From an optimization exercise on the open Yosys and OpenROAD flow, aimed at small area and a short achievable clock period; shortcuts taken in it are not production practice. In this exercise RTL edits were held to simulation tests only and were not proved equivalent to the original. No driver is modelled on the clock port, so clocking that relies on it looks cheaper here than on a real chip.

before:
// top_cv
module top_cv (
    input  wire clk,
    input  wire enc_rst_n,
    input  wire enc_in_valid,
    input  wire enc_bit_in,
    output wire enc_out_valid,
    output wire enc_y0,
    output wire enc_y1,
    input  wire       dec_rst,
    input  wire       dec_sym_valid,
    input  wire [1:0] dec_rx_sym,
    output wire       dec_bit_valid,
    output wire       dec_bit_out,
    output wire        ber_done,
    output wire [31:0] ber_bits,
    output wire [31:0] ber_errs
);
    convenc u_enc (
        .clk       (clk),
        .rst_n     (enc_rst_n),
        .in_valid  (enc_in_valid),
        .bit_in    (enc_bit_in),
        .out_valid (enc_out_valid),
        .y0        (enc_y0),
        .y1        (enc_y1)
    );
    wire early, dec_valid_int;
    viterbi_decoder_7_5 u_dec (
        .clk       (clk),
        .rst       (dec_rst),
        .sym_valid (dec_sym_valid),
        .rx_sym    (dec_rx_sym),
        .bit_valid (dec_bit_valid),
        .bit_out   (dec_bit_out),
        .early     (early),
        .valid_int (dec_valid_int)
    );
    reg  [3:0] pay_cnt;
    wire       pay_full = pay_cnt[3] & pay_cnt[1];
    always @(posedge clk or negedge enc_rst_n) begin
        if (!enc_rst_n)
            pay_cnt <= 4'd0;
        else if (enc_in_valid && !pay_full)
            pay_cnt <= pay_cnt + 4'd1;
    end
    wire [3:0] bits4, errs4;
    ber_tester u_ber (
        .clk           (clk),
  ...
==> module viterbi_decoder_7_5, before the edit <==
module viterbi_decoder_7_5
(
    input              clk,
    input              rst,           
    input              sym_valid,
    input      [1:0]   rx_sym,        
    output             bit_valid,     
    output reg         bit_out,
    output             early,         
    output             valid_int      
);
    localparam integer SW = 6;
    localparam integer OW = SW + 2;
    reg  [SW-1:0] st;
    reg  [5:0]    cnt;                
    reg  [31:2]   sv0, sv1, sv2, sv3;
    wire [4*OW+5:0] tab;
    acs_table u_tab (.s(st), .o(tab));
    wire [OW-1:0] a     = tab[rx_sym*OW +: OW];
    wire [SW-1:0] st_nx = a[OW-1:2];
    wire xa = tab[4*OW],   xb = tab[4*OW+1], xc = tab[4*OW+2];
    wire ya = tab[4*OW+3], yb = tab[4*OW+4], yc = tab[4*OW+5];
    wire r1 = rx_sym[1], r0 = rx_sym[0];
    wire [3:0] dec;
    assign dec[0] = r1 ? (r0 ? xc : xb) : (r0 ? xb : xa);
    assign dec[1] = r1 ? (r0 ? xa : xb) : (r0 ? xb : xc);
    assign dec[2] = r1 ? (r0 ? yb : ya) : (r0 ? yc : yb);
    assign dec[3] = r1 ? (r0 ? yb : yc) : (r0 ? ya : yb);
    wire [3:0] bit_c;
    genvar r;
    generate
        for (r = 0; r < 4; r = r + 1) begin : g_sym
            wire [1:0] sel = tab[r*OW +: 2];
            assign bit_c[r] = (sel == 2'd0) ? sv0[30] : (sel == 2'd1) ? sv1[30] :
                              (sel == 2'd2) ? sv2[30] : sv3[30];
        end
    endgenerate
    reg valid_q;
    assign bit_valid = valid_q;
    assign valid_int = cnt[5];
    assign early     = ~cnt[5] & ~cnt[4] & (~cnt[3] | (~cnt[2] & ~cnt[1]));
    always @(posedge clk) begin
        if (rst)
            st <= {SW{1'b0}};
        else if (sym_valid)
            st <= st_nx;
        if (rst)
            cnt <= 6'd0;
        else if (sym_valid && !cnt[5])
            cnt <= cnt + 6'd1;
        if (rst)
            valid_q <= 1'b0;
        else if (sym_valid && cnt[4:0] == 5'd31)
            valid_q <= 1'b1;
        if (sym_valid) begin
            sv0 <= {~(dec[0] ? sv2[30:2] : sv0[30:2]), dec[0]};
            sv1 <= {~(dec[1] ? sv2[30:2] : sv0[30:2]), dec[1]};
            sv2 <= {~(dec[2] ? sv3[30:2] : sv1[30:2]), dec[2]};
            sv3 <= {~(dec[3] ? sv3[30:2] : sv1[30:2]), dec[3]};
            bit_out <= bit_c[rx_sym];    
        end
    end
endmodule
==> module top_cv, before the edit <==
module top_cv (
    input  wire clk,
    input  wire enc_rst_n,
    input  wire enc_in_valid,
    input  wire enc_bit_in,
    output wire enc_out_valid,
    output wire enc_y0,
    output wire enc_y1,
    input  wire       dec_rst,
    input  wire       dec_sym_valid,
    input  wire [1:0] dec_rx_sym,
    output wire       dec_bit_valid,
    output wire       dec_bit_out,
    output wire        ber_done,
    output wire [31:0] ber_bits,
    output wire [31:0] ber_errs
);
    convenc u_enc (
        .clk       (clk),
        .rst_n     (enc_rst_n),
        .in_valid  (enc_in_valid),
        .bit_in    (enc_bit_in),
        .out_valid (enc_out_valid),
        .y0        (enc_y0),
        .y1        (enc_y1)
    );
    wire early, dec_valid_int;
    viterbi_decoder_7_5 u_dec (
        .clk       (clk),
        .rst       (dec_rst),
        .sym_valid (dec_sym_valid),
        .rx_sym    (dec_rx_sym),
        .bit_valid (dec_bit_valid),
        .bit_out   (dec_bit_out),
        .early     (early),
        .valid_int (dec_valid_int)
    );
    reg  [3:0] pay_cnt;
    wire       pay_full = pay_cnt[3] & pay_cnt[1];
    always @(posedge clk or negedge enc_rst_n) begin
        if (!enc_rst_n)
            pay_cnt <= 4'd0;
        else if (enc_in_valid && !pay_full)
            pay_cnt <= pay_cnt + 4'd1;
    end
    wire [3:0] bits4, errs4;
    ber_tester u_ber (
        .clk           (clk),
        .rst           (dec_rst),
        .ref_in        (enc_in_valid & enc_bit_in & ~pay_full),
        .advance       (dec_sym_valid),
        .early         (early),
        .dec_valid     (dec_valid_int),
        .dec_bit       (dec_bit_out),
        .done          (ber_done),
        .bits_compared (bits4),
        .bit_errors    (errs4)
    );
    assign ber_bits = {28'd0, bits4};
    assign ber_errs = {28'd0, errs4};
endmodule
clock: 12.0 ns
lec_check: 0
cap_margin: 20
core_margin: 2
core_utilization: 40
slew_margin: 20
synth_hierarchical: 1
standard.sh (not shown) runs the stock make flow with config.mk's settings and CLKGATE_MAP_FILE= SYNTH_SCRIPT=/design/flow/synth_recipe.tcl, a recipe that flattens the netlist after the stock synthesis.
==> flow/flow/run.sh <==
#!/bin/bash
# Layout flow: the standard flow (standard.sh, with the standard
# synthesis) with these changes:
#  - after floorplanning, half/full adder cells with an unused output are
#    replaced by the plain gate for the output that is used (fix_adders.tcl);
#  - clock tree synthesis inserts no dummy loads;
#  - ports are buffered with buf_2 cells rather than the default choice;
#  - after global placement all constant outputs share one tie cell
#    (merge_ties.tcl);
#  - after clock tree synthesis, leaf clock buffers are made smaller where
#    the clock pin slew allows (shrink_clk.tcl);
#  - timing repair aims at a setup slack of 8.5 ns (SETUP_SLACK_MARGIN).
# Each tool's output goes to the ORFS logs under orfs/logs; make's own
# output goes to standard.log here.
set -euo pipefail
here=$(pwd)
export POST_FLOORPLAN_TCL="$here/flow/fix_adders.tcl"
export POST_GLOBAL_PLACE_TCL="$here/flow/merge_ties.tcl"
export POST_CTS_TCL="$here/flow/shrink_clk.tcl"
export CTS_ARGS="-sink_clustering_enable -repair_clock_nets -dont_use_dummy_load -buf_list sky130_fd_sc_hd__clkbuf_8 -root_buf sky130_fd_sc_hd__clkbuf_8"
export BUFFER_PORTS_ARGS="-buffer_cell sky130_fd_sc_hd__buf_2"
export SETUP_SLACK_MARGIN=8.5
bash standard.sh > "$here/standard.log" 2>&1
Other scripts of this flow, unchanged in this note and not shown: flow/flow/fix_adders.tcl, flow/flow/merge_ties.tcl, flow/flow/shrink_clk.tcl
before finished every stage and its layout cleared the timing, design-rule and antenna checks.
Modified inputs, after compared to before
--- a/flow/design.v
+++ b/flow/design.v
@@ -39,8 +39,7 @@
     input      [1:0]   rx_sym,        
     output             bit_valid,     
     output reg         bit_out,
-    output             early,         
-    output             valid_int      
+    output             early          
 );
     localparam integer SW = 6;
     localparam integer OW = SW + 2;
@@ -55,10 +54,10 @@
     wire ya = tab[4*OW+3], yb = tab[4*OW+4], yc = tab[4*OW+5];
     wire r1 = rx_sym[1], r0 = rx_sym[0];
     wire [3:0] dec;
-    assign dec[0] = r1 ? (r0 ? xc : xb) : (r0 ? xb : xa);
-    assign dec[1] = r1 ? (r0 ? xa : xb) : (r0 ? xb : xc);
-    assign dec[2] = r1 ? (r0 ? yb : ya) : (r0 ? yc : yb);
-    assign dec[3] = r1 ? (r0 ? yb : yc) : (r0 ? ya : yb);
+    assign dec[0] = xa | (xb & (r1 | r0))    | (xc & r1 & r0);
+    assign dec[1] = xa | (xb & ~(r1 & r0))   | (xc & ~r1 & ~r0);
+    assign dec[2] = ya | (yb & ~(r1 ^ r0))   | (yc & ~r1 & r0);
+    assign dec[3] = ya | (yb & ~(r1 ^ r0))   | (yc & r1 & ~r0);
     wire [3:0] bit_c;
     genvar r;
     generate
@@ -68,9 +67,7 @@
                               (sel == 2'd2) ? sv2[30] : sv3[30];
         end
     endgenerate
-    reg valid_q;
-    assign bit_valid = valid_q;
-    assign valid_int = cnt[5];
+    assign bit_valid = cnt[5];
     assign early     = ~cnt[5] & ~cnt[4] & (~cnt[3] | (~cnt[2] & ~cnt[1]));
     always @(posedge clk) begin
         if (rst)
@@ -81,10 +78,6 @@
             cnt <= 6'd0;
         else if (sym_valid && !cnt[5])
             cnt <= cnt + 6'd1;
-        if (rst)
-            valid_q <= 1'b0;
-        else if (sym_valid && cnt[4:0] == 5'd31)
-            valid_q <= 1'b1;
         if (sym_valid) begin
             sv0 <= {~(dec[0] ? sv2[30:2] : sv0[30:2]), dec[0]};
             sv1 <= {~(dec[1] ? sv2[30:2] : sv0[30:2]), dec[1]};
@@ -201,7 +194,7 @@
         .y0        (enc_y0),
         .y1        (enc_y1)
     );
-    wire early, dec_valid_int;
+    wire early;
     viterbi_decoder_7_5 u_dec (
         .clk       (clk),
         .rst       (dec_rst),
@@ -209,8 +202,7 @@
         .rx_sym    (dec_rx_sym),
         .bit_valid (dec_bit_valid),
         .bit_out   (dec_bit_out),
-        .early     (early),
-        .valid_int (dec_valid_int)
+        .early     (early)
     );
     reg  [3:0] pay_cnt;
     wire       pay_full = pay_cnt[3] & pay_cnt[1];
@@ -227,7 +219,7 @@
         .ref_in        (enc_in_valid & enc_bit_in & ~pay_full),
         .advance       (dec_sym_valid),
         .early         (early),
-        .dec_valid     (dec_valid_int),
+        .dec_valid     (dec_bit_valid),
         .dec_bit       (dec_bit_out),
         .done          (ber_done),
         .bits_compared (bits4),
[summary]
Share of the synthesized netlist area taken by xor and xnor gates of after is on par with before. The count of nets after finishing of after exceeds that of before by 12. Diff before -> after: clock-pin slew on the worst setup and hold paths down 0.02 ns, number of cells on the critical path up 7, via-per-instance ratio down about 1%.

[what the ideal ports hide]
In the flow no input, the clock included, has a driving cell. The finished layouts below were timed again as built, in two steps.
Step 1 (the two cells are an assumption about what drives the block):
set clk [get_ports {clk}]
set_driving_cell -lib_cell sky130_fd_sc_hd__clkbuf_16 $clk
set_driving_cell -lib_cell sky130_fd_sc_hd__buf_2 [delete_from_list [all_inputs] $clk]
Step 2 times the ports against the registers' clock, not the clock port: input delays grow and output delays shrink by t, the midpoint of the rising clock arrivals with the driver on.
Three values: ideal ports, drivers, drivers and shift; two values: the first two.
run	shift t [ns]	slack for setup (ns)	hold slack, ns	worst setup path after step 2
before	0.448	8.570 / 8.535 / 8.164	0.424 / 0.424 / 0.424	input to register
after	0.438	8.549 / 8.496 / 8.058	0.422 / 0.422 / 0.422	input to register
After both steps setup and hold are still met in every run listed. For after, which loses most, drivers alone change the setup slack by -0.053 ns; drivers and shift together by -0.491 ns.
